From an optimization exercise on the open Yosys and OpenROAD flow, aimed at small area and a short achievable clock period; shortcuts taken in it are not production practice.
Function was checked by simulation only, so behaviour that the tests miss may differ from the original.
The clock port is modelled as an ideal driver, which makes a skipped or thinned clock tree look cheaper than it is; a real chip needs a root buffer or a tree.
Power and IR drop assume default switching activity.

run 1:
## lightpipe_recv
module lightpipe_recv(
    input mclk,
    input rst,
    input adat,
    output reg wclk,
    output reg [23:0] word0,
    output reg [23:0] word1,
    output reg [23:0] word2,
    output reg [23:0] word3,
    output reg [23:0] word4,
    output reg [23:0] word5,
    output reg [23:0] word6,
    output reg [23:0] word7,
    output reg [3:0] user
);
reg reset_d, reset_dd;
reg in_d, in_dd, in_ddd, in_dddd;
reg [5:0] accum;
reg dbit;
wire transition = in_dddd ^ in_ddd;
wire strobe = accum[1] & accum[0];
always @(posedge mclk) begin
    reset_d <= ~rst;
    reset_dd <= reset_d;
end
always @(posedge mclk)
    if (reset_dd) {in_d, in_dd, in_ddd, in_dddd} <= 4'b0;
    else {in_d, in_dd, in_ddd, in_dddd} <= {adat, in_d, in_dd, in_ddd};
always @(posedge mclk)
    if (reset_dd || transition) accum <= 6'd0;
    else accum <= accum + 6'd1;
always @(posedge mclk)
    if (reset_dd) dbit <= 1'b0;
    else if (transition) dbit <= 1'b1;
    else if (accum == 6'd4) dbit <= 1'b0;
reg [7:0] framebit;
reg nloss_d;
reg [29:1] sr;
wire stb_next = ~reset_dd & ~transition & accum[1] & ~accum[0];
wire loss_s = accum[5];
wire resync = strobe & ~loss_s & ~nloss_d;
wire [23:0] oword = {sr[29:26], sr[24:21], sr[19:16], sr[14:11], sr[9:6], sr[4:1]};
always @(posedge mclk)
    if (!rst) nloss_d <= 1'b1;
    else if (strobe) nloss_d <= ~loss_s;
always @(posedge mclk)
    if (!rst) framebit <= 8'd0;
    else if (resync) framebit <= 8'd252;
    else if (strobe) framebit <= framebit + 8'd1;
reg at0, at128;
reg [7:0] ldw;
wire ld_next = rst & stb_next & (loss_s | nloss_d);
always @(posedge mclk) begin
    at0 <= stb_next & (~rst | (framebit == 8'd0));
    at128 <= rst & stb_next & (framebit == 8'd128);
    ldw[0] <= ld_next & (framebit == 8'd30);
    ldw[1] <= ld_next & (framebit == 8'd60);
    ldw[2] <= ld_next & (framebit == 8'd90);
    ldw[3] <= ld_next & (framebit == 8'd120);
    ldw[4] <= ld_next & (framebit == 8'd150);
    ldw[5] <= ld_next & (framebit == 8'd180);
    ldw[6] <= ld_next & (framebit == 8'd210);
  ...
Size in the first run: roughly 620 cells after synthesis, roughly 260 flip-flops, about 8000 µm² of cells after synthesis.
==> flow/config.mk <==
export PLATFORM = sky130hd
export DESIGN_NAME = lightpipe_recv
export DESIGN_NICKNAME = lightpipe_recv
export VERILOG_FILES = /design/flow/design.v
export SDC_FILE = /design/flow/constraint.sdc
export NUM_CORES = 4
export LEC_CHECK = 0
export CAP_MARGIN = 20
export CORE_MARGIN = 2
export CORE_UTILIZATION = 55
export PLACE_DENSITY = 0.6
export SETUP_SLACK_MARGIN = 1.5
export SLEW_MARGIN = 20
export SYNTH_HIERARCHICAL = 1
==> flow/constraint.sdc <==
create_clock -name core_clock -period 3.0 [get_ports {mclk}]
set_input_delay 0.6000 -clock core_clock [delete_from_list [all_inputs] [get_ports {mclk}]]
set_output_delay 0.6000 -clock core_clock [all_outputs]
set_load 0.01 [all_outputs]
standard.sh (not shown) runs the stock make flow with config.mk's settings and CLKGATE_MAP_FILE= SYNTH_SCRIPT=/design/flow/synth_recipe.tcl, a recipe that flattens the netlist after the stock synthesis.
==> flow/flow/run.sh <==
#!/bin/bash
# Standard synthesis and layout (standard.sh), except: the ports are buffered
# by the smallest buffer, and the clock tree is a two-level tree built by
# flow/cts.tcl (settings in flow/cts.env).
set -euo pipefail
HERE=$(pwd)
export BUFFER_PORTS_ARGS="-buffer_cell sky130_fd_sc_hd__buf_1"
export PRE_CTS_TCL=$HERE/flow/cts.tcl
export CLOCK_PORT=mclk
source $HERE/flow/cts.env
bash standard.sh > make.log 2>&1
==> flow/flow/cts.env <==
export ROOT_BUF=sky130_fd_sc_hd__clkbuf_16
export LEAF_BUF=sky130_fd_sc_hd__clkbuf_16
export ROOT_COUNT=4
export LEAF_SINKS=26
==> flow/flow/cts.tcl <==
# Clock tree built here in place of TritonCTS: the clock port drives a few
# root buffers, each of which drives leaf buffers, one per cluster of
# flip-flops (k-means on their placed positions). Sourced by ORFS's cts.tcl
# as PRE_CTS_TCL; it then does what the rest of cts.tcl does and writes the
# CTS results itself.

proc kmeans {pts k} {
  # pts: list of {x y}; returns list of cluster index per point
  set n [llength $pts]
  set sorted [lsort -real -index 0 [lmap p $pts {set p}]]
  set cx {}; set cy {}
  for {set i 0} {$i < $k} {incr i} {
    set s [lindex $sorted [expr {int(($i + 0.5) * $n / $k)}]]
    lappend cx [lindex $s 0]; lappend cy [lindex $s 1]
  }
  for {set iter 0} {$iter < 60} {incr iter} {
    set assign {}
    foreach p $pts {
      set best 0; set bd 1e30
      for {set i 0} {$i < $k} {incr i} {
        set d [expr {abs([lindex $p 0] - [lindex $cx $i]) + abs([lindex $p 1] - [lindex $cy $i])}]
        if {$d < $bd} { set bd $d; set best $i }
      }
      lappend assign $best
    }
    set sx [lrepeat $k 0.0]; set sy [lrepeat $k 0.0]; set sc [lrepeat $k 0]
    foreach p $pts a $assign {
      lset sx $a [expr {[lindex $sx $a] + [lindex $p 0]}]
      lset sy $a [expr {[lindex $sy $a] + [lindex $p 1]}]
      lset sc $a [expr {[lindex $sc $a] + 1}]
    }
    for {set i 0} {$i < $k} {incr i} {
      if {[lindex $sc $i] > 0} {
        lset cx $i [expr {[lindex $sx $i] / [lindex $sc $i]}]
        lset cy $i [expr {[lindex $sy $i] / [lindex $sc $i]}]
      }
    }
  }
  return [list $assign $cx $cy $sc]
}

set db [ord::get_db]
set block [ord::get_db_block]
set clkport [$block findBTerm $::env(CLOCK_PORT)]
set clknet [$clkport getNet]
set leaf_master [$db findMaster $::env(LEAF_BUF)]
set root_master [$db findMaster $::env(ROOT_BUF)]
set nroot $::env(ROOT_COUNT)

set sinks {}; set pts {}
foreach it [$clknet getITerms] {
  set bb [[$it getInst] getBBox]
  lappend sinks $it
  lappend pts [list [expr {([$bb xMin] + [$bb xMax]) / 2.0}] [expr {([$bb yMin] + [$bb yMax]) / 2.0}]]
}
set n [llength $sinks]
set k [expr {int(ceil(double($n) / $::env(LEAF_SINKS)))}]
lassign [kmeans $pts $k] assign cx cy sc
puts "custom cts: $n sinks, $k leaf clusters, sizes $sc"

set leaves {}; set lpts {}
for {set i 0} {$i < $k} {incr i} {
  if {[lindex $sc $i] == 0} { lappend leaves {}; continue }
  lappend leaves $i
  lappend lpts [list [lindex $cx $i] [lindex $cy $i]]
}
lassign [kmeans $lpts $nroot] rassign rcx rcy rsc
puts "custom cts: $nroot root clusters, sizes $rsc"

set rootnets {}
for {set r 0} {$r < $nroot} {incr r} {
  if {[lindex $rsc $r] == 0} { lappend rootnets {}; continue }
  set b [odb::dbInst_create $block $root_master clkbuf_root_$r]
  $b setLocation [expr {int([lindex $rcx $r])}] [expr {int([lindex $rcy $r])}]
  $b setPlacementStatus PLACED
  set net [odb::dbNet_create $block clknet_root_$r]
  $net setSigType CLOCK
  [$b findITerm A] connect $clknet
  [$b findITerm X] connect $net
  lappend rootnets $net
}
set leafnet [dict create]
foreach i $leaves r $rassign {
  set b [odb::dbInst_create $block $leaf_master clkbuf_leaf_$i]
  $b setLocation [expr {int([lindex $cx $i])}] [expr {int([lindex $cy $i])}]
  $b setPlacementStatus PLACED
  set net [odb::dbNet_create $block clknet_leaf_$i]
  $net setSigType CLOCK
  [$b findITerm A] connect [lindex $rootnets $r]
  [$b findITerm X] connect $net
  dict set leafnet $i $net
}
foreach it $sinks a $assign {
  set inst [$it getInst]
  set dt [$inst isDoNotTouch]
  $inst setDoNotTouch 0
  $it disconnect
  $it connect [dict get $leafnet $a]
  $inst setDoNotTouch $dt
}

set_propagated_clock [all_clocks]
set_placement_padding -global \
  -left $::env(CELL_PAD_IN_SITES_DETAIL_PLACEMENT) \
  -right $::env(CELL_PAD_IN_SITES_DETAIL_PLACEMENT)
detailed_placement
log_cmd estimate_parasitics -placement
report_clock_skew
report_clock_latency

repair_timing_helper
detailed_placement
check_placement -verbose
report_metrics 4 "cts final"
orfs_write_db $::env(RESULTS_DIR)/4_1_cts.odb
orfs_write_sdc $::env(RESULTS_DIR)/4_cts.sdc
exit
Run 1 completed every stage of the flow, and the final layout passed the timing, design-rule and antenna checks.
Setup changes, run 1 to run 2
- changing PLACE_DENSITY from 0.6 to 0.7
==> flow/flow/cts.env <==
export ROOT_BUF=sky130_fd_sc_hd__clkbuf_16
export LEAF_BUF=sky130_fd_sc_hd__clkbuf_16
export ROOT_COUNT=4
export LEAF_SINKS=15
Of the two values seen for last element of the critical path, word1[9] was produced by run 1 and word2[22] by run 2.
Any difference in synthesized cell count between run 2 and run 1 is small enough to ignore.
Run 1 → run 2: area growth from synthesis to final layout up 2.0 points, time the worst path needs with I/O delays and setup went down 0.0041 ns, cell-internal power now sits higher.
What run 3 does differently from run 2 at the input level:
- changing PLACE_DENSITY from 0.7 to 0.75
- changing SETUP_SLACK_MARGIN from 1.5 to 1.3
- changing CORE_UTILIZATION from 55 to 65
==> flow/flow/cts.env <==
export ROOT_BUF=sky130_fd_sc_hd__clkbuf_16
export LEAF_BUF=sky130_fd_sc_hd__clkbuf_16
export ROOT_COUNT=4
export LEAF_SINKS=20
-- flow/flow/cts.tcl --
<<< run 2, line 92
}
foreach it $sinks a $assign {
  set inst [$it getInst]
  set dt [$inst isDoNotTouch]
  $inst setDoNotTouch 0
  $it disconnect
  $it connect [dict get $leafnet $a]
  $inst setDoNotTouch $dt
}

>>> run 3, line 92
}
foreach it $sinks a $assign {
  $it disconnect
  $it connect [dict get $leafnet $a]
}

Notes after the runs:
- Run 3: area of all placed cells without fillers lower than run 2
- Relative to run 2, the met3 capacity usage during global routing of run 3 is lower by 0.29 points.
- | number of global-route vias before repair | run 3 vs run 2 | 108 higher |
- The final reports for run 3 and run 2 show proportion of layout cells with a drive suffix above 1 lower in the former.
Relative to run 3, the following input files were edited for run 4:
- changing SETUP_SLACK_MARGIN from 1.3 to 1.6
Findings:
Run 3 ended up with fewer cell instances than run 4 did. Looking at maximum frequency from static timing analysis, run 4 sits about 12% higher than run 3 does. Run 4: no failed stages, no open violations at the end. Across both runs, power share of the combinational group was higher for run 4 than for run 3. Setup slack came out higher on run 4 than on run 3. Looking at critical path's slowest cell, the or2b_2 result is from run 3; the and2_4 one comes from run 4. Count of inverters other than clock inverters in the layout: run 3 and run 4 compared, higher one is run 4. In run 4, the clock transition at the register clock pins on the worst setup and hold paths after CTS came out 0.02 ns above the value in run 3. Compared to run 3, run 4 has via count about 6% higher. Compared with run 3, run 4 shows a maximum fanout along the worst path that is 5 higher. [compare] base=run 3 new=run 4: required arrival time at the worst endpoint has increased, cell area after layout moved up. Comparing run 3 and run 4, number of fillers in the final layout is higher on run 3.
No run of this note takes its clock network from TritonCTS; it comes from the design's own scripts or RTL.

==> afterwards: timing with drivers on the ports <==
The flow's constraints put no driver on any port. The routed layouts listed below were extracted and timed again, unchanged, in two steps. Step 1 sets driving cells, clkbuf_16 on the clock port and buf_2 on the other inputs (assumed; they add their load-dependent delay and slew). Step 2 moves the port delays by t, midway between the first and last clock arrival at a register: inputs arrive t later, outputs are due t later. That takes back most of the time a late clock gives input paths. Three values: ideal ports, drivers, drivers and shift; two values: the first two.
| run | shift t [ns] | setup slack, ns | worst register clock-pin slew, ns |
|---|---|---|---|
| run 1 | 0.389 | 1.518 / 1.424 / 1.231 | 0.12 / 0.12 |
| run 2 | 0.385 | 1.522 / 1.440 / 1.214 | 0.08 / 0.08 |
| run 3 | 0.371 | 1.390 / 1.393 / 1.084 | 0.09 / 0.09 |
| run 4 | 0.387 | 1.565 / 1.503 / 1.249 | 0.09 / 0.09 |
After both steps setup and hold are still met in every run listed. The setup slack of run 4, which loses most, moves by -0.062 ns with the drivers and by -0.316 ns with both steps.
